From an optimization exercise on the open Yosys and OpenROAD flow, aimed at small area and a short achievable clock period; shortcuts taken in it are not production practice. No functional check of the RTL was part of any run shown here.

**flow/config.mk**
```make
export PLATFORM = sky130hd
export DESIGN_NAME = lab4_2
export DESIGN_NICKNAME = lab4_2
export VERILOG_FILES = /design/flow/design.v
export SDC_FILE = /design/flow/constraint.sdc
export NUM_CORES = 4
export LEC_CHECK = 0
export CAP_MARGIN = 20
export CORE_MARGIN = 2
export CORE_UTILIZATION = 40
export CTS_BUF_LIST = sky130_fd_sc_hd__clkbuf_16
export CTS_CLUSTER_DIAMETER = 100
export CTS_CLUSTER_SIZE = 22
export SETUP_SLACK_MARGIN = 4.0
export SLEW_MARGIN = 20
export SYNTH_HIERARCHICAL = 1
export SYNTH_MINIMUM_KEEP_SIZE = 0
```
**flow/run.sh**
```bash
#!/bin/bash
# synth_recipe.tcl (not shown) runs the flow's synth.tcl, then flattens the netlist and writes it again
# the make line also repeats each setting of config.mk as NAME=value (left out here)
make -C /OpenROAD-flow-scripts/flow DESIGN_CONFIG=/design/flow/config.mk WORK_HOME=/design/flow/orfs CLKGATE_MAP_FILE= SYNTH_SCRIPT=/design/flow/synth_recipe.tcl finish
```
**flow/design.v**
```verilog
`timescale 1ns / 1ps
module lab4_2( 
              input wire      mode,
              input wire[2:0] opCode,
              input wire[3:0] value,
              input clk,
              input reset,
              output reg[9:0] result,
              output reg cacheFull,
              output reg invalidOp,
              output reg overflow);
	reg [9:0] p1;
	reg [4:1] p1_one;
	reg [4:0] p1_two;
	wire [11:0] re = {1'b0, result, 1'b0};
	wire [4:1] r_one;
	wire [4:0] r_two;
	genvar d;
	generate
		for (d = 0; d < 5; d = d + 1) begin : enc
			if (d > 0) assign r_one[d] = re[2*d+1] ^ re[2*d];
			assign r_two[d] = (re[2*d+2] & ~re[2*d+1] & ~re[2*d]) | (~re[2*d+2] & re[2*d+1] & re[2*d]);
		end
	endgenerate
	reg [5:0] j;
	reg       w;
	reg [5:0] size;
	reg [3:0] offset;
	reg [2:0] ops  [0:31];
	reg [3:0] vals [0:31];
	reg [2:0] op;
	reg [3:0] v;
	reg       is_setr;	 
	wire in_ok   = ~(opCode[1] & opCode[0]);
	wire load_ok = ~mode & in_ok & ~size[5];
	wire [31:0] wen;
	l42_wen wdec (.ld(load_ok), .sz(size[4:0]), .en(wen));
	genvar e;
	generate
		for (e = 0; e < 32; e = e + 1) begin : wr
			always @(posedge clk) begin
				if (wen[e]) begin
					ops[e]  <= opCode;
					vals[e] <= value;
				end
			end
		end
	endgenerate
	wire is_add2 = ~op[2] & op[0];
	wire is_fma  = ~op[2] & op[1];
	wire [11:0] sadd = {2'b00, result} + (is_add2 ? {2'b00, p1} : 12'd0) + {8'd0, v};
	wire [10:0] tf;
	l42_mac mac (.a(result), .b(p1), .e_one(p1_one), .e_two(p1_two), .v(v), .t(tf));
	reg big;
	integer m;
	always @(*) begin
		big = 1'b0;
		for (m = 1; m < 10; m = m + 1)
			big = big | ((|(result >> m)) & (|(p1 >> (10 - m))));
	end
	wire [2:0] pc_lo, pc_hi;
	l42_pc5 pcl (.x(result[4:0]), .n(pc_lo));
	l42_pc5 pch (.x(result[9:5]), .n(pc_hi));
	wire [3:0] popc = pc_lo + pc_hi;
	wire [9:0] brev = {result[0], result[1], result[2], result[3], result[4],
	                   result[5], result[6], result[7], result[8], result[9]};
	wire       fsel = mode & is_fma;
	wire [9:0] oth_res = (mode & ~is_setr) ? (op[2] ? (op[0] ? brev : {6'd0, popc}) : sadd[9:0]) : result;
	wire       oth_ovf = mode & (is_setr ? overflow : (~op[2] & (sadd[11] | sadd[10])));
	wire [9:0] res_d;
	wire       ovf_d;
	l42_fin fin (.sel(fsel), .t(tf), .big(big), .o_res(oth_res), .o_ovf(oth_ovf), .res(res_d), .ovf(ovf_d));
	wire [3:0] off_new = is_setr ? v : offset;
	wire [5:0] i_new = w ? {2'b00, off_new} : j;
	wire       off_lt = size[5] | ({1'b0, off_new} < size[4:0]);
	wire       j_lt   = size[5] | (j[4:0] < size[4:0]);
	wire       f_valid = w ? off_lt : j_lt;
	wire [223:0] flat;
	generate
		for (e = 0; e < 32; e = e + 1) begin : rd
			assign flat[7*e +: 7] = {ops[e], vals[e]};
		end
	endgenerate
	wire [6:0] rdq;
	l42_rd rdm (.m(flat), .idx(i_new[4:0]), .q(rdq));
	wire [2:0] f_op = f_valid ? rdq[6:4] : 3'b000;
	wire [3:0] f_v  = f_valid ? rdq[3:0] : 4'b0000;
	wire [5:0] j_new = i_new + 6'd1;
	wire       w_new = w ? ({2'b00, off_new} + 6'd1 == size) : (j + 6'd1 == size);
	wire [5:0] s_inc = size + 6'd1;
	always @(posedge clk or posedge reset) begin
		if (reset) begin
			result <= 10'd0; overflow <= 1'b0;
		end else begin
			result <= res_d;
			overflow <= ovf_d;
		end
	end
	always @(posedge clk or posedge reset) begin
		if (reset) begin
			p1 <= 10'd0; p1_one <= 4'd0; p1_two <= 5'd0; j <= 6'd1; w <= 1'b0; size <= 6'd0; offset <= 4'd0;
			cacheFull <= 1'b0; invalidOp <= 1'b0;
			op <= 3'b000; v <= 4'b0000; is_setr <= 1'b0;
		end else if (~mode) begin
			invalidOp <= ~in_ok;
			if (in_ok) begin
				if (size[5]) cacheFull <= 1'b1;
				else begin
					size <= s_inc;
					w <= (j == s_inc);
				end
			end
			if (load_ok && j[4:0] == s_inc[4:0]) begin
				op <= opCode;
				v <= value;
				is_setr <= opCode[2] & opCode[1];
			end
		end else begin
			invalidOp <= 1'b0;
			offset <= off_new;
			j <= j_new;
			w <= w_new;
			op <= f_op;
			v <= f_v;
			is_setr <= f_op[2] & f_op[1];
			if (!is_setr) begin
				p1 <= result;
				p1_one <= r_one;
				p1_two <= r_two;
			end
		end
	end
endmodule
module l42_wen(input wire ld, input wire [4:0] sz, output wire [31:0] en);
	wire [3:0] grp = 4'd1 << sz[4:3];
	wire [7:0] low = 8'd1 << sz[2:0];
	wire [3:0] lg;
	l42_and4 ga (.a(grp), .b(ld), .y(lg));
	genvar k;
	generate
		for (k = 0; k < 32; k = k + 1) begin : en_k
			assign en[k] = lg[k / 8] & low[k % 8];
		end
	endgenerate
endmodule
module l42_and4(input wire [3:0] a, input wire b, output wire [3:0] y);
	assign y = a & {4{b}};
endmodule
module l42_rd(input wire [223:0] m, input wire [4:0] idx, output wire [6:0] q);
	genvar b, g;
	generate
		for (b = 0; b < 7; b = b + 1) begin : rb
			wire [7:0] l1;
			wire [1:0] l2;
			for (g = 0; g < 8; g = g + 1) begin : grp
				l42_m4 m1 (.d({m[7*(4*g+3)+b], m[7*(4*g+2)+b], m[7*(4*g+1)+b], m[7*(4*g)+b]}),
				           .s(idx[1:0]), .y(l1[g]));
			end
			l42_m4 m2a (.d(l1[3:0]), .s(idx[3:2]), .y(l2[0]));
			l42_m4 m2b (.d(l1[7:4]), .s(idx[3:2]), .y(l2[1]));
			assign q[b] = idx[4] ? l2[1] : l2[0];
		end
	endgenerate
endmodule
module l42_m4(input wire [3:0] d, input wire [1:0] s, output wire y);
	assign y = d[s];
endmodule
module l42_fin(input wire sel, input wire [10:0] t, input wire big,
               input wire [9:0] o_res, input wire o_ovf,
               output wire [9:0] res, output wire ovf);
	assign res = sel ? t[9:0] : o_res;
	assign ovf = sel ? (big | t[10]) : o_ovf;
endmodule
module l42_pc5(input wire [4:0] x, output reg [2:0] n);
	always @(*) begin
		case (x)
			5'd0: n = 3'd0;
			5'd1, 5'd2, 5'd4, 5'd8, 5'd16: n = 3'd1;
			5'd3, 5'd5, 5'd6, 5'd9, 5'd10, 5'd12, 5'd17, 5'd18, 5'd20, 5'd24: n = 3'd2;
			5'd7, 5'd11, 5'd13, 5'd14, 5'd19, 5'd21, 5'd22, 5'd25, 5'd26, 5'd28: n = 3'd3;
			5'd31: n = 3'd5;
			default: n = 3'd4;
		endcase
	end
endmodule
module l42_mac(input wire [9:0] a, input wire [9:0] b, input wire [4:1] e_one,
               input wire [4:0] e_two, input wire [3:0] v, output wire [10:0] t);
	wire [10:0] aa = {1'b0, a};
	wire pp0_0;
	l42_pp upp0_0 (.one(b[0]), .two(e_two[0]), .neg(b[1]), .x1(aa[0]), .x0(1'b0), .y(pp0_0));
	wire pp0_1;
	l42_pp upp0_1 (.one(b[0]), .two(e_two[0]), .neg(b[1]), .x1(aa[1]), .x0(aa[0]), .y(pp0_1));
	wire pp0_2;
	l42_pp upp0_2 (.one(b[0]), .two(e_two[0]), .neg(b[1]), .x1(aa[2]), .x0(aa[1]), .y(pp0_2));
	wire pp0_3;
	l42_pp upp0_3 (.one(b[0]), .two(e_two[0]), .neg(b[1]), .x1(aa[3]), .x0(aa[2]), .y(pp0_3));
	wire pp0_4;
	l42_pp upp0_4 (.one(b[0]), .two(e_two[0]), .neg(b[1]), .x1(aa[4]), .x0(aa[3]), .y(pp0_4));
	wire pp0_5;
	l42_pp upp0_5 (.one(b[0]), .two(e_two[0]), .neg(b[1]), .x1(aa[5]), .x0(aa[4]), .y(pp0_5));
	wire pp0_6;
	l42_pp upp0_6 (.one(b[0]), .two(e_two[0]), .neg(b[1]), .x1(aa[6]), .x0(aa[5]), .y(pp0_6));
	wire pp0_7;
	l42_pp upp0_7 (.one(b[0]), .two(e_two[0]), .neg(b[1]), .x1(aa[7]), .x0(aa[6]), .y(pp0_7));
	wire pp0_8;
	l42_pp upp0_8 (.one(b[0]), .two(e_two[0]), .neg(b[1]), .x1(aa[8]), .x0(aa[7]), .y(pp0_8));
	wire pp0_9;
	l42_pp upp0_9 (.one(b[0]), .two(e_two[0]), .neg(b[1]), .x1(aa[9]), .x0(aa[8]), .y(pp0_9));
	wire pp0_10;
	l42_pp upp0_10 (.one(b[0]), .two(e_two[0]), .neg(b[1]), .x1(aa[10]), .x0(aa[9]), .y(pp0_10));
	wire pp1_2;
	l42_pp upp1_2 (.one(e_one[1]), .two(e_two[1]), .neg(b[3]), .x1(aa[0]), .x0(1'b0), .y(pp1_2));
	wire pp1_3;
	l42_pp upp1_3 (.one(e_one[1]), .two(e_two[1]), .neg(b[3]), .x1(aa[1]), .x0(aa[0]), .y(pp1_3));
	wire pp1_4;
	l42_pp upp1_4 (.one(e_one[1]), .two(e_two[1]), .neg(b[3]), .x1(aa[2]), .x0(aa[1]), .y(pp1_4));
	wire pp1_5;
	l42_pp upp1_5 (.one(e_one[1]), .two(e_two[1]), .neg(b[3]), .x1(aa[3]), .x0(aa[2]), .y(pp1_5));
	wire pp1_6;
	l42_pp upp1_6 (.one(e_one[1]), .two(e_two[1]), .neg(b[3]), .x1(aa[4]), .x0(aa[3]), .y(pp1_6));
	wire pp1_7;
	l42_pp upp1_7 (.one(e_one[1]), .two(e_two[1]), .neg(b[3]), .x1(aa[5]), .x0(aa[4]), .y(pp1_7));
	wire pp1_8;
	l42_pp upp1_8 (.one(e_one[1]), .two(e_two[1]), .neg(b[3]), .x1(aa[6]), .x0(aa[5]), .y(pp1_8));
	wire pp1_9;
	l42_pp upp1_9 (.one(e_one[1]), .two(e_two[1]), .neg(b[3]), .x1(aa[7]), .x0(aa[6]), .y(pp1_9));
	wire pp1_10;
	l42_pp upp1_10 (.one(e_one[1]), .two(e_two[1]), .neg(b[3]), .x1(aa[8]), .x0(aa[7]), .y(pp1_10));
	wire pp2_4;
	l42_pp upp2_4 (.one(e_one[2]), .two(e_two[2]), .neg(b[5]), .x1(aa[0]), .x0(1'b0), .y(pp2_4));
	wire pp2_5;
	l42_pp upp2_5 (.one(e_one[2]), .two(e_two[2]), .neg(b[5]), .x1(aa[1]), .x0(aa[0]), .y(pp2_5));
	wire pp2_6;
	l42_pp upp2_6 (.one(e_one[2]), .two(e_two[2]), .neg(b[5]), .x1(aa[2]), .x0(aa[1]), .y(pp2_6));
	wire pp2_7;
	l42_pp upp2_7 (.one(e_one[2]), .two(e_two[2]), .neg(b[5]), .x1(aa[3]), .x0(aa[2]), .y(pp2_7));
	wire pp2_8;
	l42_pp upp2_8 (.one(e_one[2]), .two(e_two[2]), .neg(b[5]), .x1(aa[4]), .x0(aa[3]), .y(pp2_8));
	wire pp2_9;
	l42_pp upp2_9 (.one(e_one[2]), .two(e_two[2]), .neg(b[5]), .x1(aa[5]), .x0(aa[4]), .y(pp2_9));
	wire pp2_10;
	l42_pp upp2_10 (.one(e_one[2]), .two(e_two[2]), .neg(b[5]), .x1(aa[6]), .x0(aa[5]), .y(pp2_10));
	wire pp3_6;
	l42_pp upp3_6 (.one(e_one[3]), .two(e_two[3]), .neg(b[7]), .x1(aa[0]), .x0(1'b0), .y(pp3_6));
	wire pp3_7;
	l42_pp upp3_7 (.one(e_one[3]), .two(e_two[3]), .neg(b[7]), .x1(aa[1]), .x0(aa[0]), .y(pp3_7));
	wire pp3_8;
	l42_pp upp3_8 (.one(e_one[3]), .two(e_two[3]), .neg(b[7]), .x1(aa[2]), .x0(aa[1]), .y(pp3_8));
	wire pp3_9;
	l42_pp upp3_9 (.one(e_one[3]), .two(e_two[3]), .neg(b[7]), .x1(aa[3]), .x0(aa[2]), .y(pp3_9));
	wire pp3_10;
	l42_pp upp3_10 (.one(e_one[3]), .two(e_two[3]), .neg(b[7]), .x1(aa[4]), .x0(aa[3]), .y(pp3_10));
	wire pp4_8;
	l42_pp upp4_8 (.one(e_one[4]), .two(e_two[4]), .neg(b[9]), .x1(aa[0]), .x0(1'b0), .y(pp4_8));
	wire pp4_9;
	l42_pp upp4_9 (.one(e_one[4]), .two(e_two[4]), .neg(b[9]), .x1(aa[1]), .x0(aa[0]), .y(pp4_9));
	wire pp4_10;
	l42_pp upp4_10 (.one(e_one[4]), .two(e_two[4]), .neg(b[9]), .x1(aa[2]), .x0(aa[1]), .y(pp4_10));
	wire pp5_10 = b[9] & aa[0];
	wire s0 = pp0_6 ^ pp1_6;
	wire c0 = pp0_6 & pp1_6;
	wire s1 = pp0_7 ^ pp1_7;
	wire c1 = pp0_7 & pp1_7;
	wire s2 = pp0_8 ^ pp1_8 ^ pp2_8;
	wire c2 = (pp0_8 & pp1_8) | (pp0_8 & pp2_8) | (pp1_8 & pp2_8);
	wire s3 = pp3_8 ^ pp4_8;
	wire c3 = pp3_8 & pp4_8;
	wire s4 = pp0_9 ^ pp1_9 ^ pp2_9;
	wire c4 = (pp0_9 & pp1_9) | (pp0_9 & pp2_9) | (pp1_9 & pp2_9);
	wire s5 = pp3_9 ^ pp4_9;
	wire c5 = pp3_9 & pp4_9;
	wire s6 = pp0_10 ^ pp1_10 ^ pp2_10;
	wire c6 = (pp0_10 & pp1_10) | (pp0_10 & pp2_10) | (pp1_10 & pp2_10);
	wire s7 = pp3_10 ^ pp4_10 ^ pp5_10;
	wire c7 = (pp3_10 & pp4_10) | (pp3_10 & pp5_10) | (pp4_10 & pp5_10);
	wire s8 = pp0_2 ^ pp1_2;
	wire c8 = pp0_2 & pp1_2;
	wire s9 = pp0_3 ^ pp1_3;
	wire c9 = pp0_3 & pp1_3;
	wire s10 = pp0_4 ^ pp1_4 ^ pp2_4;
	wire c10 = (pp0_4 & pp1_4) | (pp0_4 & pp2_4) | (pp1_4 & pp2_4);
	wire s11 = pp0_5 ^ pp1_5;
	wire c11 = pp0_5 & pp1_5;
	wire s12 = s0 ^ pp2_6 ^ pp3_6;
	wire c12 = (s0 & pp2_6) | (s0 & pp3_6) | (pp2_6 & pp3_6);
	wire s13 = s1 ^ pp2_7 ^ pp3_7;
	wire c13 = (s1 & pp2_7) | (s1 & pp3_7) | (pp2_7 & pp3_7);
	wire s14 = s2 ^ s3 ^ b[9];
	wire c14 = (s2 & s3) | (s2 & b[9]) | (s3 & b[9]);
	wire s15 = s4 ^ s5 ^ c2;
	wire c15 = (s4 & s5) | (s4 & c2) | (s5 & c2);
	wire s16 = s6 ^ s7 ^ c4;
	wire c16 = (s6 & s7) | (s6 & c4) | (s7 & c4);
	wire s17 = pp0_0 ^ b[1];
	wire c17 = pp0_0 & b[1];
	wire s18 = pp0_1 ^ v[1];
	wire c18 = pp0_1 & v[1];
	wire s19 = s8 ^ b[3] ^ v[2];
	wire c19 = (s8 & b[3]) | (s8 & v[2]) | (b[3] & v[2]);
	wire s20 = s9 ^ v[3] ^ c8;
	wire c20 = (s9 & v[3]) | (s9 & c8) | (v[3] & c8);
	wire s21 = s10 ^ b[5] ^ c9;
	wire c21 = (s10 & b[5]) | (s10 & c9) | (b[5] & c9);
	wire s22 = s11 ^ pp2_5 ^ c10;
	wire c22 = (s11 & pp2_5) | (s11 & c10) | (pp2_5 & c10);
	wire s23 = s12 ^ b[7] ^ c11;
	wire c23 = (s12 & b[7]) | (s12 & c11) | (b[7] & c11);
	wire s24 = s13 ^ c0 ^ c12;
	wire c24 = (s13 & c0) | (s13 & c12) | (c0 & c12);
	wire s25 = s14 ^ c1 ^ c13;
	wire c25 = (s14 & c1) | (s14 & c13) | (c1 & c13);
	wire s26 = s15 ^ c3 ^ c14;
	wire c26 = (s15 & c3) | (s15 & c14) | (c3 & c14);
	wire s27 = s16 ^ c5 ^ c15;
	wire c27 = (s16 & c5) | (s16 & c15) | (c5 & c15);
	wire [10:0] x = {s27, s26, s25, s24, s23, s22, s21, s20, s19, s18, s17};
	wire [10:0] y = {c26, c25, c24, c23, c22, c21, c20, c19, c18, c17, v[0]};
	l42_add11 add (.x(x), .y(y), .s(t));
endmodule
module l42_add11(input wire [10:0] x, input wire [10:0] y, output wire [10:0] s);
	wire [10:0] g0 = x & y;
	wire [10:0] p0 = x ^ y;
	wire g1_1 = g0[1] | (p0[1] & g0[0]);
	wire p1_1 = p0[1] & p0[0];
	wire g1_3 = g0[3] | (p0[3] & g0[2]);
	wire p1_3 = p0[3] & p0[2];
	wire g1_5 = g0[5] | (p0[5] & g0[4]);
	wire p1_5 = p0[5] & p0[4];
	wire g1_7 = g0[7] | (p0[7] & g0[6]);
	wire p1_7 = p0[7] & p0[6];
	wire g1_9 = g0[9] | (p0[9] & g0[8]);
	wire p1_9 = p0[9] & p0[8];
	wire g2_2 = g0[2] | (p0[2] & g1_1);
	wire p2_2 = p0[2] & p1_1;
	wire g2_3 = g1_3 | (p1_3 & g1_1);
	wire p2_3 = p1_3 & p1_1;
	wire g2_6 = g0[6] | (p0[6] & g1_5);
	wire p2_6 = p0[6] & p1_5;
	wire g2_7 = g1_7 | (p1_7 & g1_5);
	wire p2_7 = p1_7 & p1_5;
	wire g2_10 = g0[10] | (p0[10] & g1_9);
	wire p2_10 = p0[10] & p1_9;
	wire g3_4 = g0[4] | (p0[4] & g2_3);
	wire p3_4 = p0[4] & p2_3;
	wire g3_5 = g1_5 | (p1_5 & g2_3);
	wire p3_5 = p1_5 & p2_3;
	wire g3_6 = g2_6 | (p2_6 & g2_3);
	wire p3_6 = p2_6 & p2_3;
	wire g3_7 = g2_7 | (p2_7 & g2_3);
	wire p3_7 = p2_7 & p2_3;
	wire g4_8 = g0[8] | (p0[8] & g3_7);
	wire p4_8 = p0[8] & p3_7;
	wire g4_9 = g1_9 | (p1_9 & g3_7);
	wire p4_9 = p1_9 & p3_7;
	wire g4_10 = g2_10 | (p2_10 & g3_7);
	wire p4_10 = p2_10 & p3_7;
	assign s[0] = p0[0];
	l42_x2 ux1 (.a(p0[1]), .b(g0[0]), .y(s[1]));
	l42_x2 ux2 (.a(p0[2]), .b(g1_1), .y(s[2]));
	l42_x2 ux3 (.a(p0[3]), .b(g2_2), .y(s[3]));
	l42_x2 ux4 (.a(p0[4]), .b(g2_3), .y(s[4]));
	l42_x2 ux5 (.a(p0[5]), .b(g3_4), .y(s[5]));
	l42_x2 ux6 (.a(p0[6]), .b(g3_5), .y(s[6]));
	l42_x2 ux7 (.a(p0[7]), .b(g3_6), .y(s[7]));
	l42_x2 ux8 (.a(p0[8]), .b(g3_7), .y(s[8]));
	l42_x2 ux9 (.a(p0[9]), .b(g4_8), .y(s[9]));
	l42_x2 ux10 (.a(p0[10]), .b(g4_9), .y(s[10]));
endmodule
module l42_pp(input wire one, input wire two, input wire neg, input wire x1, input wire x0, output wire y);
	assign y = ((one & x1) | (two & x0)) ^ neg;
endmodule
module l42_x2(input wire a, input wire b, output wire y);
	assign y = a ^ b;
endmodule
```
**flow/constraint.sdc**
```tcl
create_clock -name core_clock -period 8.0 [get_ports {clk}]
set_input_delay 1.6000 -clock core_clock [delete_from_list [all_inputs] [get_ports {clk}]]
set_output_delay 1.6000 -clock core_clock [all_outputs]
set_load 0.01 [all_outputs]
```
==> summary.md, run 1 <==
| Metric | Value |
|---|---|
| CP Capture Type | flip-flop |
| CTS tree | done |
| Area grow syn2layout | 9.77% |
| Slew Limit Fails | 0 |
| IO Count | 23 |
| Critical-path cell list | a22oi_2 -> xnor2_1 -> ha_1 -> inv_1 -> fa_1 -> fa_1 -> inv_1 -> ha_1 -> and2_4 -> a221oi_2 -> o21ai_2 -> a21o_1 -> xor2_1 -> mux2_2 |
| Effective utilization at floorplan | 40.5% |
| CTS Root Cell | clkbuf_16 |
| Fmax achieved | 0.256 GHz |
| Antenna Cells | 0 |
| Layout cells sized above 1 | 23.1% |
| CP max FO | 11 |
| Global route overflow | 0 |
| Worst Reg-to-Reg Cells | 14 |
| Longest Clk Path Bufs | 3 |
| Most common library cells after synthesis | edfxtp_1 (224), mux4_2 (70), ha_1 (62), xnor2_1 (62) |
| Clk slew on worst S/H paths | 100 ps |
| Port Buffers | 22 |
| Min-Delay Path Depth | 2 |
| Post-synth top area share | 44.2% |
| Pre-CTS WS | 3580 ps |
| RePlAce Congestion | 0.821 |
| Setup ws final | 4090 ps |
| WHS Endpoint | j[0] |
| Die Span Y | 199 um |
| Register Area | 0.00818 mm2 |
| Worst Hold Class | flip-flop to flip-flop |
| Vias post-DR | 8718 |
| Area of the core | 0.0376 mm2 |
| Cell area after synthesis | 0.0152 mm2 |
| Post-Synthesis Cells | 1023 |
| Post-synthesis sequential area ratio | 53.6% |
| CP Launch Type | flip-flop |
| CP arrival | 4310 ps |
| Outcome | complete, no violations |
| CP Class | flip-flop to flip-flop |
| Die Width | 199 um |
| Slowest CP cell | dfrtp_4 |
| Unrepaired setup endpoints after global routing | true |
| Num CTS Buffers | 17 |
| Site Rows | 71 |
| Asr flop ratio synth | 20.3% |
| Later-pin clock latency in the skew report | 500 ps |
| Largest net degree at the start of global routing | 59 |
| Post-DRT Antenna Nets | 0 |
| Avg Cell Area, Syn | 14.9 um2 |
| Top_reg_cell synth | edfxtp_1 |
| TritonRoute pass-1 iters | 7 |
| Global-route wire length before repair | 52200 um |
| Most common cell in the netlist | edfxtp_1 |
| Hold_sp | j[0] |
| Fin cells | 1583 |
| Number of clock sinks | 281 |
| Final-stage net count | 1159 |
| Setup TNS | 0 ps |
| Maxcap violations | 0 |
| Cell accounting for the most synthesized area | edfxtp_1 |
| DIE AREA | 0.0396 mm2 |
| Clk_skew | 21.7 ps |
| Vias in the first global route | 8761 |
| Minimum clock period | 3910 ps |
| Least-Margin Pin Slew | 1090 ps |
| Gr usage total | 17.2% |
| Post-Place Cells | 1545 |
| Final HPWL DP | 21800 um |
| Synth warn | 10 |
| CP required | 8400 ps |
| Area occupied by multi-input gates | 0.00670 mm2 |
| # DRC | 0 |
| Yosys reg bits | 281 |
| Post-synth EDFFs | 224 |
| Fin util | 44.4% |
| Max-slew headroom | 27.1% |
| DRT Wirelength | 33100 um |
| Number of distinct library cells after synthesis | 87 |
| Initial DRC count | 575 |
| FILL cells | 3418 |
| Routed length per instance | 20.9 um |
| Post-DR vias/cell | 5.51 |
| Final setup violation count | 0 |
| Worst R2R End | result[9] |
| Area contributors post-synth | edfxtp_1 (44%), mux4_2 (10%), dfrtp_1 (9.2%) |
| Final hold vios | 0 |
| # H-tree levels | 1 |
| Initial antenna violation count | 0 |
| Final period util | 48.9% |
| Slowest stage delay, CP | 570 ps |
| Reg-to-reg critical path startpoint | p1[0] |
| R2R Setup Slk | 4090 ps |
==> what timing repair did <==
item                       CTS  global route
gates resized for setup     10            16
pin swaps                    0             0
buffers inserted             0            13
hold buffers                 0             0
setup endpoints to repair   12            31
==> metrics by stage <==
step                hold WS [ps]  cell area [um2]
global placement             509            16000
detailed placement           514            16000
floorplan                    457            15200
finish                       523            16700
CTS                          528            16500
global route                 561            16700
==> routing by layer <==
metal | vias up | part of all wire, % | GRT usage (%)
met2 | 168 | 51 | 30.8
met1 | 4497 | 45 | 23.3
li1 | 4025 | - | -
met3 | 28 | 3.4 | 1.64
met4 | 0 | 1.2 | 2.52
met5 | - | 0 | 0
==> critical path: cells and delay by family, from the launching register on <==
family | cells | cell delay [ps]
XOR/XNOR | 2 | 320
buffers and inverters | 2 | 110
AO/OA/AOI/OAI | 4 | 810
multiplexers | 1 | 260
AND/OR/NAND/NOR | 1 | 180
flip-flops | 1 | 570
adder cells (fa/ha/maj) | 4 | 1560
==> cells by family (layout without fill, tap and decap cells) <==
| family | count (synthesis) | after routing | share of synthesized area [%] |
|---|---|---|---|
| xor+xnor | 87 | 87 | 5.15 |
| simple gates | 198 | 198 | 8.08 |
| mux | 106 | 106 | 13.5 |
| fa+ha+maj | 83 | 83 | 7.87 |
| buf+inv | 94 | 138 | 2.87 |
| flops | 281 | 281 | 53.6 |
| compound gates | 173 | 173 | 8.90 |
| other cells | 1 | 6 | 0.0247 |
==> modules after synthesis, one instance, submodules excluded <==
module,times used,area (um2),cells inside,flops+latches
l42_wen,1,458,45,0
lab4_2,1,10800,658,281
l42_add11,1,303,39,0
l42_rd,1,116,8,0
l42_x2,10,8.76,1,0
l42_m4,70,22.5,1,0
l42_pc5,2,185,23,0
l42_mac,1,593,59,0
l42_and4,1,25.0,4,0
l42_pp,35,21.3,2,0
l42_fin,1,166,14,0
==> area by class of cell <==
cell class | instances | share of cell area [%]
clock buffers | 17 | 2.55
multi-input cells | 653 | 40.1
clock inverters | 8 | 0.307
well taps | 511 | 3.83
repair buffers | 56 | 2.87
flip-flops and latches | 281 | 49.0
inverters | 57 | 1.28
==> cells in the final DEF (no fill, tap or decap), types with 12 or more instances in the layout <==
master and instances:
edfxtp_1 224, mux4_2 70, xnor2_1 62, ha_1 62, inv_1 60, nand2_1 47, dfrtp_1 40, nor2_1 39
o21ai_0 35, a22oi_2 35, a21oi_1 33, buf_4 33, xor2_1 23, clkdlybuf4s50_1 22, fa_1 21, mux2_4 17
clkbuf_16 17, and2_1 13, and4b_1 13, nor3_1 12, nand3_1 12, dfrtp_2 12
==> worst max-delay path by stage <==
stage	from	cells after the start	endpoint
4_1_cts	p1[3]	13	result[9]
5_1_grt	op[0]	11	result[9]
3_5_place_dp	opCode[0]	6	ops[16][2]
2_1_floorplan	is_setr	8	is_setr
3_3_place_gp	opCode[0]	6	ops[24][2]
6_report	p1[0]	14	result[9]
==> state kept, by name, indices dropped and copies added, names as in the netlist, 4 cells and up <==
register / flops
j: 6
offset: 4
ops: 96
p1: 10
p1_one: 4
p1_two: 5
result: 10
size: 6
v: 4
vals: 128
==> run 2, diff against run 1 <==
--- a/flow/design.v
+++ b/flow/design.v
@@ -9,6 +9,7 @@
               output reg cacheFull,
               output reg invalidOp,
               output reg overflow);
+	reg [9:0] ra;
 	reg [9:0] p1;
 	reg [4:1] p1_one;
 	reg [4:0] p1_two;
@@ -50,7 +51,7 @@
 	wire is_fma  = ~op[2] & op[1];
 	wire [11:0] sadd = {2'b00, result} + (is_add2 ? {2'b00, p1} : 12'd0) + {8'd0, v};
 	wire [10:0] tf;
-	l42_mac mac (.a(result), .b(p1), .e_one(p1_one), .e_two(p1_two), .v(v), .t(tf));
+	l42_mac mac (.a(ra), .b(p1), .e_one(p1_one), .e_two(p1_two), .v(v), .t(tf));
 	reg big;
 	integer m;
 	always @(*) begin
@@ -70,6 +71,9 @@
 	wire [9:0] res_d;
 	wire       ovf_d;
 	l42_fin fin (.sel(fsel), .t(tf), .big(big), .o_res(oth_res), .o_ovf(oth_ovf), .res(res_d), .ovf(ovf_d));
+	wire [9:0] ra_d;
+	wire       ra_unused;
+	l42_fin fina (.sel(fsel), .t(tf), .big(big), .o_res(oth_res), .o_ovf(oth_ovf), .res(ra_d), .ovf(ra_unused));
 	wire [3:0] off_new = is_setr ? v : offset;
 	wire [5:0] i_new = w ? {2'b00, off_new} : j;
 	wire       off_lt = size[5] | ({1'b0, off_new} < size[4:0]);
@@ -90,9 +94,10 @@
 	wire [5:0] s_inc = size + 6'd1;
 	always @(posedge clk or posedge reset) begin
 		if (reset) begin
-			result <= 10'd0; overflow <= 1'b0;
+			result <= 10'd0; ra <= 10'd0; overflow <= 1'b0;
 		end else begin
 			result <= res_d;
+			ra <= ra_d;
 			overflow <= ovf_d;
 		end
 	end
--- a/flow/config.mk
+++ b/flow/config.mk
@@ -11,7 +11,7 @@
 export CTS_BUF_LIST = sky130_fd_sc_hd__clkbuf_16
 export CTS_CLUSTER_DIAMETER = 100
 export CTS_CLUSTER_SIZE = 22
-export SETUP_SLACK_MARGIN = 4.0
+export SETUP_SLACK_MARGIN = 4.2
 export SLEW_MARGIN = 20
 export SYNTH_HIERARCHICAL = 1
 export SYNTH_MINIMUM_KEEP_SIZE = 0
==> summary.md, run 2 <==
| Metric | Value |
|---|---|
| Avg Cell Area, Syn | 14.6 um2 |
| Post-Place Cells | 1603 |
| IO Count | 23 |
| DIE AREA | 0.0411 mm2 |
| FILL cells | 3434 |
| Setup TNS | 0 ps |
| Port Buffers | 22 |
| Num CTS Buffers | 17 |
| DRT Wirelength | 35700 um |
| Commonest non-fill, non-tap cell in the layout | edfxtp_1 |
| Largest Register | vals |
| Post-DR vias/cell | 5.56 |
| Area of the core | 0.0388 mm2 |
| CP Capture Type | flip-flop |
| Slew Limit Fails | 0 |
| CTS tree | done |
| Final period util | 46.0% |
| Final setup violation count | 0 |
| Outcome | complete, no violations |
| CP Class | flip-flop to flip-flop |
| Layout cells sized above 1 | 23.3% |
| Least-Margin Pin Slew | 1050 ps |
| Synth warn | 10 |
| CP arrival | 4070 ps |
| Final-stage net count | 1220 |
| Min-Delay Path Depth | 2 |
| Worst Hold Class | flip-flop to flip-flop |
| # DRC | 0 |
| Effective utilization at floorplan | 40.7% |
| Vias in the first global route | 9085 |
| Initial antenna violation count | 0 |
| Number of clock sinks | 291 |
| Post-DRT Antenna Nets | 0 |
| Longest Clk Path Bufs | 3 |
| Routed length per instance | 21.6 um |
| Gr usage total | 17.5% |
| Cell area after synthesis | 0.0158 mm2 |
| Vias post-DR | 9175 |
| Post-Synthesis Cells | 1084 |
| # H-tree levels | 1 |
| Fin cells | 1650 |
| Fmax achieved | 0.272 GHz |
| Commonest non-fill, non-tap cells in the layout | edfxtp_1 (224), mux4_2 (70), inv_1 (68), ha_1 (58), xnor2_1 (54) |
| Area grow syn2layout | 10.1% |
| Die Width | 203 um |
| Setup ws final | 4320 ps |
| Maxcap violations | 0 |
| Largest net degree at the start of global routing | 68 |
| Global-route wire length before repair | 55600 um |
| Final hold vios | 0 |
| Max FFs per register | 128 |
| Minimum clock period | 3680 ps |
| Antenna Cells | 0 |
| Biggest regs | vals x128, ops x96 |
| Pre-CTS WS | 3550 ps |
| Site Rows | 72 |
| CP max FO | 4 |
| Final HPWL DP | 23200 um |
| TritonRoute pass-1 iters | 5 |
| CP required | 8400 ps |
| RePlAce Congestion | 0.829 |
| Later-pin clock latency in the skew report | 520 ps |
| Max-slew headroom | 30.1% |
| Clk_skew | 29.1 ps |
| Initial DRC count | 647 |
| Fin util | 44.8% |
| Unrepaired setup endpoints after global routing | true |
| Die Span Y | 203 um |
| Global route overflow | 0 |
| CTS Root Cell | clkbuf_16 |
| Clk slew on worst S/H paths | 90 ps |
| Worst Reg-to-Reg Cells | 14 |
| CP Launch Type | flip-flop |
==> run 2: layer usage <==
layer	GRT usage, %	vias to the layer above	share of wire (%)	wire, um
li1	-	4247	-	-
met1	24.8	4712	45	16100
met2	29.4	184	49	17500
met3	1.99	32	4.2	1490
met4	3.44	0	1.7	594
met5	0	-	0	0
==> run 2: worst paths after layout <==
path	from	end	slack, ps
hold reg to reg	p1[4]	p1[4]	530
max in group asynchronous	reset	p1[0]	5620
min in group asynchronous	reset	invalidOp	1670
setup / recovery	p1[0]	ra[9]	4320
setup reg to reg	p1[0]	ra[9]	4320
hold / removal	p1[4]	p1[4]	530
==> run 2: area by class of cell <==
type                            count  area [um2]  area share, %
Timing Repair inverter              1        7.51         0.0432
Multi-Input combinational cell    690        7050           40.5
Sequential cell                   291        8430           48.5
Clock buffer                       17         425           2.45
Clock inverter                      7        70.1          0.403
Tap cell                          518         648           3.73
Timing Repair Buffer               58         497           2.86
Inverter                           68         259           1.49
==> run 2: what timing repair did <==
item,4_1_cts,5_1_grt
cloned,1,0
setup endpoints to repair,43,30
hold buffers,0,0
pin swaps,4,17
setup buffers,11,11
resized for setup,30,10
==> run 2: metrics by stage <==
| stage | hold slack [ps] | instance area, um2 |
|---|---|---|
| final | 533 | 17400 |
| after global placement | 496 | 16500 |
| after detailed placement | 492 | 16500 |
| after floorplan | 457 | 15800 |
| after CTS | 529 | 17300 |
| after global routing | 576 | 17400 |
==> run 2: critical path, cell delays in order, from the launching register on <==
cell and delay, ps:
dfrtp_4 530, a22oi_2 210, xnor2_1 130, ha_1 240, inv_1 70, fa_1 440
fa_1 520, inv_2 50, ha_4 230, and2_4 170, a221oi_4 290, o21ai_2 100
a21o_1 180, xor2_1 160, mux2_2 260
==> run 3, diff against run 2 <==
--- a/flow/design.v
+++ b/flow/design.v
@@ -34,15 +34,23 @@
 	reg       is_setr;	 
 	wire in_ok   = ~(opCode[1] & opCode[0]);
 	wire load_ok = ~mode & in_ok & ~size[5];
+	reg       pend;
+	reg [2:0] pend_op;
+	reg [3:0] pend_v;
+	wire [4:0] pw = size[4:0] - 5'd1;
+	always @(posedge clk) begin
+		pend_op <= opCode;
+		pend_v <= value;
+	end
 	wire [31:0] wen;
-	l42_wen wdec (.ld(load_ok), .sz(size[4:0]), .en(wen));
+	l42_wen wdec (.ld(pend), .sz(pw), .en(wen));
 	genvar e;
 	generate
 		for (e = 0; e < 32; e = e + 1) begin : wr
 			always @(posedge clk) begin
 				if (wen[e]) begin
-					ops[e]  <= opCode;
-					vals[e] <= value;
+					ops[e]  <= pend_op;
+					vals[e] <= pend_v;
 				end
 			end
 		end
@@ -87,15 +95,17 @@
 	endgenerate
 	wire [6:0] rdq;
 	l42_rd rdm (.m(flat), .idx(i_new[4:0]), .q(rdq));
-	wire [2:0] f_op = f_valid ? rdq[6:4] : 3'b000;
-	wire [3:0] f_v  = f_valid ? rdq[3:0] : 4'b0000;
+	wire       f_byp = pend & (w ? ({1'b0, off_new} == pw) : (j[4:0] == pw));
+	wire [2:0] f_op = f_byp ? pend_op : f_valid ? rdq[6:4] : 3'b000;
+	wire [3:0] f_v  = f_byp ? pend_v  : f_valid ? rdq[3:0] : 4'b0000;
 	wire [5:0] j_new = i_new + 6'd1;
 	wire       w_new = w ? ({2'b00, off_new} + 6'd1 == size) : (j + 6'd1 == size);
 	wire [5:0] s_inc = size + 6'd1;
 	always @(posedge clk or posedge reset) begin
 		if (reset) begin
-			result <= 10'd0; ra <= 10'd0; overflow <= 1'b0;
+			result <= 10'd0; ra <= 10'd0; overflow <= 1'b0; pend <= 1'b0;
 		end else begin
+			pend <= load_ok;
 			result <= res_d;
 			ra <= ra_d;
 			overflow <= ovf_d;
--- a/flow/config.mk
+++ b/flow/config.mk
@@ -11,7 +11,7 @@
 export CTS_BUF_LIST = sky130_fd_sc_hd__clkbuf_16
 export CTS_CLUSTER_DIAMETER = 100
 export CTS_CLUSTER_SIZE = 22
-export SETUP_SLACK_MARGIN = 4.2
+export SETUP_SLACK_MARGIN = 4.3
 export SLEW_MARGIN = 20
 export SYNTH_HIERARCHICAL = 1
 export SYNTH_MINIMUM_KEEP_SIZE = 0
==> summary.md, run 3 <==
| Metric | Value |
|---|---|
| Routed length per instance | 21.3 um |
| TritonRoute pass-1 iters | 6 |
| Fmax achieved | 0.268 GHz |
| Maxcap violations | 0 |
| Gr usage total | 17.5% |
| Synth warn | 10 |
| Final hold vios | 0 |
| CP arrival | 4150 ps |
| Final period util | 46.6% |
| Final-stage net count | 1232 |
| Min-Delay Path Depth | 1 |
| CP max FO | 5 |
| Commonest non-fill, non-tap cell in the layout | edfxtp_1 |
| CP Class | flip-flop to flip-flop |
| # H-tree levels | 1 |
| Avg Cell Area, Syn | 14.6 um2 |
| Delay-heaviest family, CP | adder cells |
| Biggest regs | vals x128, ops x96 |
| Worst path buffer plus inverter count | 3 |
| IO Count | 23 |
| Layout cells sized above 1 | 24.6% |
| Slowest stage delay, CP | 550 ps |
| CP required | 8420 ps |
| Post-DR vias/cell | 5.54 |
| Commonest non-fill, non-tap cells in the layout | edfxtp_1 (224), inv_1 (70), mux4_2 (70), xnor2_1 (64), ha_1 (58) |
| Final HPWL DP | 23300 um |
| Slowest CP cell | dfrtp_4 |
| DIE AREA | 0.0419 mm2 |
| CTS Root Cell | clkbuf_16 |
| Unrepaired setup endpoints after global routing | true |
| Vias in the first global route | 9338 |
| Largest Register | vals |
| Area grow syn2layout | 10.8% |
| Site Rows | 73 |
| Vias post-DR | 9284 |
| Global-route wire length before repair | 56600 um |
| Longest Clk Path Bufs | 3 |
| Num CTS Buffers | 18 |
| Largest net degree at the start of global routing | 69 |
| DP Area | 0.0169 mm2 |
| Post-Synthesis Cells | 1102 |
| Port Buffers | 22 |
| Critical-path cell list | a22oi_2 -> xnor2_1 -> ha_1 -> inv_2 -> fa_1 -> fa_1 -> inv_2 -> ha_4 -> buf_12 -> a221oi_4 -> o21ai_2 -> a21o_1 -> xor2_2 -> mux2_2 |
| Max FFs per register | 128 |
| Final setup violation count | 0 |
| DRT Wirelength | 35700 um |
| Minimum clock period | 3730 ps |
| Initial DRC count | 833 |
| Finished layout cell area | 0.0179 mm2 |
| CP Capture Type | flip-flop |
| Area of the core | 0.0397 mm2 |
| R2R Setup Slk | 4270 ps |
| RePlAce Congestion | 0.809 |
| Die Width | 205 um |
| Initial antenna violation count | 0 |
| Worst R2R End | result[9] |
| Later-pin clock latency in the skew report | 520 ps |
| Slew Limit Fails | 0 |
| FILL cells | 3519 |
| Setup TNS | 0 ps |
| Number of clock sinks | 299 |
| Effective utilization at floorplan | 40.6% |
| CTS tree | done |
| Max-slew headroom | 38.9% |
| Reg-to-reg critical path startpoint | p1[0] |
| Setup ws final | 4270 ps |
| Clk_skew | 16.3 ps |
| Worst Hold Class | flip-flop to flip-flop |
| Worst Reg-to-Reg Cells | 14 |
| Cell area after synthesis | 0.0161 mm2 |
| Antenna Cells | 0 |
| Hold_sp | cacheFull |
| WHS Endpoint | cacheFull |
| Post-DRT Antenna Nets | 0 |
| Global route overflow | 0 |
| Least-Margin Pin Slew | 913 ps |
| Clk slew on worst S/H paths | 90 ps |
| CP Launch Type | flip-flop |
| Die Span Y | 205 um |
| Outcome | complete, no violations |
| # DRC | 0 |
| Pre-CTS WS | 3760 ps |
run 3: worst max-delay path by stage:
stage / startpoint / endpoint / slack [ps] / depth (start not counted)
floorplan: is_setr / op[1] / 3710 / 9
global placement: mode / op[1] / 3770 / 8
detailed placement: mode / op[1] / 3760 / 8
CTS: p1[0] / result[9] / 4310 / 14
global route: p1[0] / result[9] / 4160 / 14
finish: p1[0] / result[9] / 4270 / 14
run 3: stage by stage:
step,instances,utilization (%),hold WS (ps)
finish,1675,45.0,525
global route,1675,45.0,572
CTS,1672,44.7,519
detailed placement,1626,42.6,499
global placement,1626,42.6,494
floorplan,1107,-,465
run 3: cell type report:
class / count / area [um2] / area share [%]
timing repair buffer: 51 / 490 / 2.75
clock buffer: 18 / 450 / 2.52
clock inverter: 14 / 111 / 0.624
sequential: 299 / 8610 / 48.2
multi-input combinational: 702 / 7290 / 40.8
tap: 525 / 657 / 3.68
inverter: 66 / 248 / 1.39
run 3: timing repair:
| item | CTS | global route |
|---|---|---|
| setup buffers | 14 | 1 |
| setup endpoints to repair | 19 | 20 |
| pin swaps | 22 | 6 |
| endpoints found under the hold margin | 0 | 0 |
| hold buffers | 0 | 0 |
| gates resized for setup | 40 | 9 |
run 3: metal layers:
metal | part of all wire, % | track usage, %
met2 | 47 | 28.0
met5 | 0 | 0
met3 | 4.5 | 2.07
met1 | 47 | 25.9
met4 | 1.6 | 3.39
==> run 4, diff against run 3 <==
--- a/flow/config.mk
+++ b/flow/config.mk
@@ -7,7 +7,7 @@
 export LEC_CHECK = 0
 export CAP_MARGIN = 20
 export CORE_MARGIN = 2
-export CORE_UTILIZATION = 40
+export CORE_UTILIZATION = 55
 export CTS_BUF_LIST = sky130_fd_sc_hd__clkbuf_16
 export CTS_CLUSTER_DIAMETER = 100
 export CTS_CLUSTER_SIZE = 22
==> summary.md, run 4 <==
| Metric | Value |
|---|---|
| Least-Margin Pin Slew | 972 ps |
| Slew Limit Fails | 0 |
| Longest Clk Path Bufs | 3 |
| CTS tree | done |
| Max FFs per register | 128 |
| DRT Wirelength | 35600 um |
| Worst Hold Class | flip-flop to flip-flop |
| Layout cells sized above 1 | 24.2% |
| CP Class | flip-flop to flip-flop |
| CTS Root Cell | clkbuf_16 |
| Area of the core | 0.0288 mm2 |
| Avg Cell Area, Syn | 14.6 um2 |
| Effective utilization at floorplan | 56.0% |
| Die Span Y | 175 um |
| Outcome | complete, no violations |
| Met2 WL | 17500 um |
| # H-tree levels | 1 |
| Synth warn | 10 |
| Finished layout cell area | 0.0176 mm2 |
| Vias post-DR | 9273 |
| Final-stage net count | 1238 |
| Fmax achieved | 0.263 GHz |
| Num CTS Buffers | 18 |
| Post-DRT Antenna Nets | 0 |
| Global-route wire length before repair | 55400 um |
| Commonest non-fill, non-tap cells in the layout | edfxtp_1 (224), inv_1 (70), mux4_2 (70), xnor2_1 (63), ha_1 (60) |
| Final period util | 47.5% |
| Area grow syn2layout | 9.47% |
| Global route overflow | 0 |
| Later-pin clock latency in the skew report | 530 ps |
| CP arrival | 4210 ps |
| # DRC | 0 |
| Post-DR vias/cell | 6.02 |
| Met3 routed WL | 1440 um |
| Antenna Cells | 0 |
| Final setup violation count | 0 |
| Top routing layer in use | met4 |
| Unrepaired setup endpoints after global routing | true |
| CP Launch Type | flip-flop |
| Final HPWL DP | 23500 um |
| Routed length per instance | 23.1 um |
| Biggest regs | vals x128, ops x96 |
| Largest Register | vals |
| CP max FO | 5 |
| CP Capture Type | flip-flop |
| Minimum clock period | 3800 ps |
| Clk_skew | 18.6 ps |
| Vias in the first global route | 9340 |
| RePlAce Congestion | 0.832 |
| Initial antenna violation count | 1 |
| Final hold vios | 0 |
| Gr usage total | 23.7% |
| DP Area | 0.0168 mm2 |
| Commonest non-fill, non-tap cell in the layout | edfxtp_1 |
| Maxcap violations | 0 |
| Cell area after synthesis | 0.0161 mm2 |
| Number of clock sinks | 299 |
| CP required | 8410 ps |
| Setup TNS | 0 ps |
| Clk slew on worst S/H paths | 90 ps |
| IO Count | 23 |
| Initial DRC count | 771 |
| Fin util | 61.3% |
| Max-slew headroom | 35.0% |
| DIE AREA | 0.0307 mm2 |
| WL met1 | 16100 um |
| Site Rows | 62 |
| Post-Synthesis Cells | 1102 |
| Largest net degree at the start of global routing | 69 |
| TritonRoute pass-1 iters | 5 |
| Port Buffers | 22 |
| Die Width | 175 um |
run 4: what timing repair did:
item | 4_1_cts | 5_1_grt
hold buffers | 0 | 0
setup buffers | 16 | 1
pin swaps | 8 | 12
resized for setup | 33 | 12
endpoints found under the setup margin | 17 | 14
gates cloned | 0 | 1
run 4: per-stage QoR:
stage / setup WS [ps] / cells / hold slack, ps
2_1_floorplan: 3710 / 1107 / 465
3_3_place_gp: 3760 / 1490 / 473
3_5_place_dp: 3730 / 1490 / 469
4_1_cts: 4250 / 1538 / 492
5_1_grt: 4090 / 1540 / 509
6_report: 4200 / 1540 / 484
run 4: path summary, 6_finish.rpt:
| kind | to | cells past startpoint | slack (ps) | startpoint |
|---|---|---|---|---|
| hold / removal | cacheFull | 1 | 480 | cacheFull |
| max in group asynchronous | p1[1] | 3 | 5640 | reset |
| setup / recovery | ra[9] | 14 | 4200 | p1[0] |
| min in group asynchronous | cacheFull | 3 | 1630 | reset |
| setup reg to reg | ra[9] | 14 | 4200 | p1[0] |
| hold reg to reg | cacheFull | 1 | 480 | cacheFull |
run 4: per-layer routing:
metal	track usage, %	vias to the layer above
met5	0	-
met4	4.48	0
met3	2.35	33
met2	39.4	204
met1	34.4	4731
li1	-	4305
run 4: final cells by class:
type	instances	area, um2
tap	384	480
timing repair buffer	56	504
inverter	66	251
sequential	299	8600
clock buffer	18	450
clock inverter	14	104
fill	2227	11100
timing repair inverter	1	5.00
multi-input combinational	702	7250
run 4: worst max-delay path, stage by stage (launching register included):
cell and delay, ps:
dfrtp_4 540, a22oi_2 230, xnor2_1 100, ha_1 280, inv_2 40, fa_1 510, fa_1 530, inv_2 50
ha_4 250, and2_4 150, a221oi_4 280, o21ai_2 110, a21o_1 190, xor2_2 160, mux2_4 270
==> run 5, diff against run 4 <==
--- a/flow/design.v
+++ b/flow/design.v
@@ -9,7 +9,6 @@
               output reg cacheFull,
               output reg invalidOp,
               output reg overflow);
-	reg [9:0] ra;
 	reg [9:0] p1;
 	reg [4:1] p1_one;
 	reg [4:0] p1_two;
@@ -34,23 +33,16 @@
 	reg       is_setr;	 
 	wire in_ok   = ~(opCode[1] & opCode[0]);
 	wire load_ok = ~mode & in_ok & ~size[5];
-	reg       pend;
-	reg [2:0] pend_op;
-	reg [3:0] pend_v;
-	wire [4:0] pw = size[4:0] - 5'd1;
-	always @(posedge clk) begin
-		pend_op <= opCode;
-		pend_v <= value;
-	end
+	wire [31:0] dec = 32'd1 << size[4:0];
 	wire [31:0] wen;
-	l42_wen wdec (.ld(pend), .sz(pw), .en(wen));
+	l42_wen wdec (.ld(load_ok), .dec(dec), .en(wen));
 	genvar e;
 	generate
 		for (e = 0; e < 32; e = e + 1) begin : wr
 			always @(posedge clk) begin
 				if (wen[e]) begin
-					ops[e]  <= pend_op;
-					vals[e] <= pend_v;
+					ops[e]  <= opCode;
+					vals[e] <= value;
 				end
 			end
 		end
@@ -58,8 +50,8 @@
 	wire is_add2 = ~op[2] & op[0];
 	wire is_fma  = ~op[2] & op[1];
 	wire [11:0] sadd = {2'b00, result} + (is_add2 ? {2'b00, p1} : 12'd0) + {8'd0, v};
-	wire [10:0] tf;
-	l42_mac mac (.a(ra), .b(p1), .e_one(p1_one), .e_two(p1_two), .v(v), .t(tf));
+	wire [10:0] fp, fc;
+	l42_mac mac (.a(result), .b(p1), .e_one(p1_one), .e_two(p1_two), .v(v), .p(fp), .c(fc));
 	reg big;
 	integer m;
 	always @(*) begin
@@ -78,10 +70,7 @@
 	wire       oth_ovf = mode & (is_setr ? overflow : (~op[2] & (sadd[11] | sadd[10])));
 	wire [9:0] res_d;
 	wire       ovf_d;
-	l42_fin fin (.sel(fsel), .t(tf), .big(big), .o_res(oth_res), .o_ovf(oth_ovf), .res(res_d), .ovf(ovf_d));
-	wire [9:0] ra_d;
-	wire       ra_unused;
-	l42_fin fina (.sel(fsel), .t(tf), .big(big), .o_res(oth_res), .o_ovf(oth_ovf), .res(ra_d), .ovf(ra_unused));
+	l42_fin fin (.sel(fsel), .p(fp), .c(fc), .big(big), .o_res(oth_res), .o_ovf(oth_ovf), .res(res_d), .ovf(ovf_d));
 	wire [3:0] off_new = is_setr ? v : offset;
 	wire [5:0] i_new = w ? {2'b00, off_new} : j;
 	wire       off_lt = size[5] | ({1'b0, off_new} < size[4:0]);
@@ -95,19 +84,17 @@
 	endgenerate
 	wire [6:0] rdq;
 	l42_rd rdm (.m(flat), .idx(i_new[4:0]), .q(rdq));
-	wire       f_byp = pend & (w ? ({1'b0, off_new} == pw) : (j[4:0] == pw));
-	wire [2:0] f_op = f_byp ? pend_op : f_valid ? rdq[6:4] : 3'b000;
-	wire [3:0] f_v  = f_byp ? pend_v  : f_valid ? rdq[3:0] : 4'b0000;
+	wire [2:0] f_op = f_valid ? rdq[6:4] : 3'b000;
+	wire [3:0] f_v  = f_valid ? rdq[3:0] : 4'b0000;
 	wire [5:0] j_new = i_new + 6'd1;
-	wire       w_new = w ? ({2'b00, off_new} + 6'd1 == size) : (j + 6'd1 == size);
+	wire [5:0] s_dec = size - 6'd1;
+	wire       w_new = w ? ({2'b00, off_new} == s_dec) : (j == s_dec);
 	wire [5:0] s_inc = size + 6'd1;
 	always @(posedge clk or posedge reset) begin
 		if (reset) begin
-			result <= 10'd0; ra <= 10'd0; overflow <= 1'b0; pend <= 1'b0;
+			result <= 10'd0; overflow <= 1'b0;
 		end else begin
-			pend <= load_ok;
 			result <= res_d;
-			ra <= ra_d;
 			overflow <= ovf_d;
 		end
 	end
@@ -146,20 +133,8 @@
 		end
 	end
 endmodule
-module l42_wen(input wire ld, input wire [4:0] sz, output wire [31:0] en);
-	wire [3:0] grp = 4'd1 << sz[4:3];
-	wire [7:0] low = 8'd1 << sz[2:0];
-	wire [3:0] lg;
-	l42_and4 ga (.a(grp), .b(ld), .y(lg));
-	genvar k;
-	generate
-		for (k = 0; k < 32; k = k + 1) begin : en_k
-			assign en[k] = lg[k / 8] & low[k % 8];
-		end
-	endgenerate
-endmodule
-module l42_and4(input wire [3:0] a, input wire b, output wire [3:0] y);
-	assign y = a & {4{b}};
+module l42_wen(input wire ld, input wire [31:0] dec, output wire [31:0] en);
+	assign en = dec & {32{ld}};
 endmodule
 module l42_rd(input wire [223:0] m, input wire [4:0] idx, output wire [6:0] q);
 	genvar b, g;
@@ -180,11 +155,21 @@
 module l42_m4(input wire [3:0] d, input wire [1:0] s, output wire y);
 	assign y = d[s];
 endmodule
-module l42_fin(input wire sel, input wire [10:0] t, input wire big,
+module l42_fin(input wire sel, input wire [10:0] p, input wire [10:0] c, input wire big,
                input wire [9:0] o_res, input wire o_ovf,
                output wire [9:0] res, output wire ovf);
-	assign res = sel ? t[9:0] : o_res;
-	assign ovf = sel ? (big | t[10]) : o_ovf;
+	wire [10:0] a0, a1;
+	assign a0[9:0] = sel ? p[9:0] : o_res;
+	assign a1[9:0] = sel ? ~p[9:0] : o_res;
+	assign a0[10] = sel ? (big | p[10]) : o_ovf;
+	assign a1[10] = sel ? (big | ~p[10]) : o_ovf;
+	wire [10:0] y;
+	l42_cmux cm (.c(c), .a0(a0), .a1(a1), .y(y));
+	assign res = y[9:0];
+	assign ovf = y[10];
+endmodule
+module l42_cmux(input wire [10:0] c, input wire [10:0] a0, input wire [10:0] a1, output wire [10:0] y);
+	assign y = (c & a1) | (~c & a0);
 endmodule
 module l42_pc5(input wire [4:0] x, output reg [2:0] n);
 	always @(*) begin
@@ -199,7 +184,7 @@
 	end
 endmodule
 module l42_mac(input wire [9:0] a, input wire [9:0] b, input wire [4:1] e_one,
-               input wire [4:0] e_two, input wire [3:0] v, output wire [10:0] t);
+               input wire [4:0] e_two, input wire [3:0] v, output wire [10:0] p, output wire [10:0] c);
 	wire [10:0] aa = {1'b0, a};
 	wire pp0_0;
 	l42_pp upp0_0 (.one(b[0]), .two(e_two[0]), .neg(b[1]), .x1(aa[0]), .x0(1'b0), .y(pp0_0));
@@ -330,9 +315,9 @@
 	wire c27 = (s16 & c5) | (s16 & c15) | (c5 & c15);
 	wire [10:0] x = {s27, s26, s25, s24, s23, s22, s21, s20, s19, s18, s17};
 	wire [10:0] y = {c26, c25, c24, c23, c22, c21, c20, c19, c18, c17, v[0]};
-	l42_add11 add (.x(x), .y(y), .s(t));
+	l42_add11 add (.x(x), .y(y), .p(p), .c(c));
 endmodule
-module l42_add11(input wire [10:0] x, input wire [10:0] y, output wire [10:0] s);
+module l42_add11(input wire [10:0] x, input wire [10:0] y, output wire [10:0] p, output wire [10:0] c);
 	wire [10:0] g0 = x & y;
 	wire [10:0] p0 = x ^ y;
 	wire g1_1 = g0[1] | (p0[1] & g0[0]);
@@ -369,21 +354,19 @@
 	wire p4_9 = p1_9 & p3_7;
 	wire g4_10 = g2_10 | (p2_10 & g3_7);
 	wire p4_10 = p2_10 & p3_7;
-	assign s[0] = p0[0];
-	l42_x2 ux1 (.a(p0[1]), .b(g0[0]), .y(s[1]));
-	l42_x2 ux2 (.a(p0[2]), .b(g1_1), .y(s[2]));
-	l42_x2 ux3 (.a(p0[3]), .b(g2_2), .y(s[3]));
-	l42_x2 ux4 (.a(p0[4]), .b(g2_3), .y(s[4]));
-	l42_x2 ux5 (.a(p0[5]), .b(g3_4), .y(s[5]));
-	l42_x2 ux6 (.a(p0[6]), .b(g3_5), .y(s[6]));
-	l42_x2 ux7 (.a(p0[7]), .b(g3_6), .y(s[7]));
-	l42_x2 ux8 (.a(p0[8]), .b(g3_7), .y(s[8]));
-	l42_x2 ux9 (.a(p0[9]), .b(g4_8), .y(s[9]));
-	l42_x2 ux10 (.a(p0[10]), .b(g4_9), .y(s[10]));
+	assign p = p0;
+	assign c[0] = 1'b0;
+	assign c[1] = g0[0];
+	assign c[2] = g1_1;
+	assign c[3] = g2_2;
+	assign c[4] = g2_3;
+	assign c[5] = g3_4;
+	assign c[6] = g3_5;
+	assign c[7] = g3_6;
+	assign c[8] = g3_7;
+	assign c[9] = g4_8;
+	assign c[10] = g4_9;
 endmodule
 module l42_pp(input wire one, input wire two, input wire neg, input wire x1, input wire x0, output wire y);
 	assign y = ((one & x1) | (two & x0)) ^ neg;
 endmodule
-module l42_x2(input wire a, input wire b, output wire y);
-	assign y = a ^ b;
-endmodule
--- a/flow/config.mk
+++ b/flow/config.mk
@@ -7,11 +7,11 @@
 export LEC_CHECK = 0
 export CAP_MARGIN = 20
 export CORE_MARGIN = 2
-export CORE_UTILIZATION = 55
+export CORE_UTILIZATION = 40
 export CTS_BUF_LIST = sky130_fd_sc_hd__clkbuf_16
 export CTS_CLUSTER_DIAMETER = 100
 export CTS_CLUSTER_SIZE = 22
-export SETUP_SLACK_MARGIN = 4.3
+export SETUP_SLACK_MARGIN = 4.0
 export SLEW_MARGIN = 20
 export SYNTH_HIERARCHICAL = 1
 export SYNTH_MINIMUM_KEEP_SIZE = 0
==> summary.md, run 5 <==
| Metric | Value |
|---|---|
| Vias in the first global route | 9175 |
| Top_reg_cell synth | edfxtp_1 |
| RePlAce Congestion | 0.824 |
| Minimum clock period | 3810 ps |
| Initial antenna violation count | 0 |
| Global-route wire length before repair | 55300 um |
| Met1 usage | 25.8% |
| FILL cells | 3393 |
| CP Class | flip-flop to flip-flop |
| Asr flop ratio synth | 20.3% |
| DIE AREA | 0.0400 mm2 |
| CP Capture Type | flip-flop |
| IO Count | 23 |
| Initial DRC count | 739 |
| Setup ws final | 4190 ps |
| Die Span Y | 200 um |
| Clk slew on worst S/H paths | 100 ps |
| Worst Setup SP | result[4] |
| Post-Place Cells | 1624 |
| Routed length per instance | 21.2 um |
| CP required | 8430 ps |
| # H-tree levels | 1 |
| Most common library cells after synthesis | edfxtp_1 (224), nand2_1 (84), mux4_2 (70) |
| Final-stage net count | 1235 |
| Hold_sp | cacheFull |
| Yosys reg bits | 281 |
| Antenna Cells | 0 |
| Unrepaired setup endpoints after global routing | true |
| Fin cells | 1657 |
| Max-slew headroom | 39.0% |
| Post-DRT Antenna Nets | 0 |
| Maxcap violations | 0 |
| Number of clock sinks | 281 |
| Pre-CTS WS | 3790 ps |
| Least-Margin Pin Slew | 914 ps |
| CP max FO | 20 |
| Largest Register | vals |
| Port Buffers | 22 |
| CP arrival | 4240 ps |
| Met3 Usage GRT | 2.23% |
| Number of distinct library cells after synthesis | 79 |
| CP Launch Type | flip-flop |
| Fmax achieved | 0.263 GHz |
| TritonRoute pass-1 iters | 5 |
| Final hold vios | 0 |
| Vias post-DR | 9160 |
| Post-Synthesis Cells | 1103 |
| Area of the core | 0.0378 mm2 |
| Met2 Resource Use GR | 28.5% |
| Final period util | 47.6% |
| Outcome | complete, no violations |
| CTS Root Cell | clkbuf_16 |
| Hold Buf Count CTS | 0 |
| Biggest regs | vals x128, ops x96 |
| Effective utilization at floorplan | 40.7% |
| Num CTS Buffers | 17 |
| Largest net degree at the start of global routing | 60 |
| Area contributors post-synth | edfxtp_1 (44%), mux4_2 (10%), dfrtp_1 (9.1%) |
| DP Area | 0.0162 mm2 |
| Cell area after synthesis | 0.0154 mm2 |
| Post-synthesis sequential area ratio | 53.0% |
| Post-synth EDFFs | 224 |
| Commonest non-fill, non-tap cells in the layout | edfxtp_1 (224), nand2_1 (84), inv_1 (71), mux4_2 (70), ha_1 (66) |
| Reg-to-reg critical path startpoint | result[4] |
| Die Width | 200 um |
| Final HPWL DP | 23500 um |
| Most common cell in the netlist | edfxtp_1 |
| DRT Wirelength | 35100 um |
| Longest Clk Path Bufs | 3 |
| Clk_skew | 45.0 ps |
| Cell accounting for the most synthesized area | edfxtp_1 |
| Max FFs per register | 128 |
| Avg Cell Area, Syn | 13.9 um2 |
| CTS tree | done |
| Synth warn | 10 |
| Layout cells sized above 1 | 21.9% |
| Area grow syn2layout | 9.09% |
| Gr usage total | 17.6% |
| Finished layout cell area | 0.0168 mm2 |
| Global route overflow | 0 |
| Setup TNS | 0 ps |
| # DRC | 0 |
| Post-DR vias/cell | 5.53 |
| Post-synth top area share | 43.7% |
| Global routing's busiest layer | met2 |
| Site Rows | 71 |
| Final setup violation count | 0 |
| Commonest non-fill, non-tap cell in the layout | edfxtp_1 |
| Later-pin clock latency in the skew report | 530 ps |
| Worst Hold Class | flip-flop to flip-flop |
| Slew Limit Fails | 0 |
run 5: through the flow:
step                      hold WS, ps  utilization, %
after floorplan                   457               -
after global routing              558            44.4
final                             514            44.4
after global placement            486            42.9
after detailed placement          498            42.9
after CTS                         532            44.3
run 5: Yosys stat by module (local to each module, per instance):
| module | cell area [um2] | flip-flops and latches | times used |
|---|---|---|---|
| l42_fin | 243 | 0 | 1 |
| l42_pp | 21.3 | 0 | 35 |
| l42_wen | 255 | 0 | 1 |
| l42_add11 | 374 | 0 | 1 |
| l42_rd | 116 | 0 | 1 |
| l42_m4 | 22.5 | 0 | 70 |
| lab4_2 | 10900 | 281 | 1 |
| l42_cmux | 165 | 0 | 1 |
| l42_pc5 | 185 | 0 | 2 |
| l42_mac | 593 | 0 | 1 |
run 5: layout make-up:
class	count	area [um2]	share of cell area, %
multi-input cells	721	6780	40.4
clock inverters	10	63.8	0.380
flip-flops and latches	281	8180	48.7
well taps	511	639	3.81
clock buffers	17	425	2.54
repair buffers	50	438	2.61
inverters	67	251	1.50
run 5: critical path: stages (launching register included):
cell,delay (ps)
dfrtp_4,620
a22oi_2,180
xnor2_1,140
ha_1,240
inv_1,70
fa_1,430
fa_1,540
inv_1,40
ha_1,340
and2_4,170
nand3_1,110
o211a_1,220
nor3_1,260
mux2_4,320
run 5: repair_timing:
item                       in CTS  in global routing
pin swaps                       0                  0
setup endpoints to repair       9                  6
gates resized for setup         8                 15
buffers inserted                0                  6
run 5: worst paths after layout:
check / slack [ps] / cells after the start / to
setup / recovery: 4190 / 13 / overflow
hold / removal: 510 / 1 / cacheFull
setup reg to reg: 4190 / 13 / overflow
hold reg to reg: 510 / 1 / cacheFull
max in group asynchronous: 5710 / 3 / result[7]
min in group asynchronous: 1600 / 3 / cacheFull
run 5: cells by family (layout without fill, tap and decap cells):
logic type	after synthesis	count (layout)	share of synthesized area, %
DFF	281	281	53.0
and+or+nand+nor	260	260	8.52
AOI/OAI and AO/OA	184	184	9.23
muxes	108	108	13.5
buffers and inverters	106	144	3.20
adders and majority gates	87	87	8.10
xor gates and xnor gates	75	75	4.36
other	2	7	0.0488
run 5: layer usage:
layer  wire (um)  vias up
li1            -     4184
met1       16200     4680
met2       16500      262
met3        1830       34
met4         580        0
met5           0        -

[what the ideal ports hide]
In the flow no input, the clock included, has a driving cell. The finished layouts below were timed again as built, in two steps. Step 1 sets driving cells, clkbuf_16 on the clock port and buf_2 on the other inputs (assumed; they add their load-dependent delay and slew). Step 2 moves the port delays by t, midway between the first and last clock arrival at a register: inputs arrive t later, outputs are due t later. That takes back most of the time a late clock gives input paths. a / b / c = no drivers / after step 1 / after step 2; a / b = the first two.
| run | t (ns) | setup WS [ns] | worst setup path after step 2 | latest minus earliest clock arrival (ns) |
|---|---|---|---|---|
| run 1 | 0.540 | 4.088 / 4.088 / 3.661 | input to register | 0.022 / 0.021 |
| run 2 | 0.555 | 4.324 / 4.324 / 3.899 | input to register | 0.029 / 0.030 |
| run 3 | 0.567 | 4.271 / 4.271 / 4.031 | input to register | 0.024 / 0.024 |
| run 4 | 0.576 | 4.198 / 4.198 / 3.727 | input to register | 0.023 / 0.022 |
| run 5 | 0.554 | 4.192 / 4.192 / 4.176 | input to register | 0.046 / 0.045 |
After both steps setup and hold are still met in every run listed. The setup slack of run 4, which loses most, moves by 0.000 ns with the drivers and by -0.471 ns with both steps.
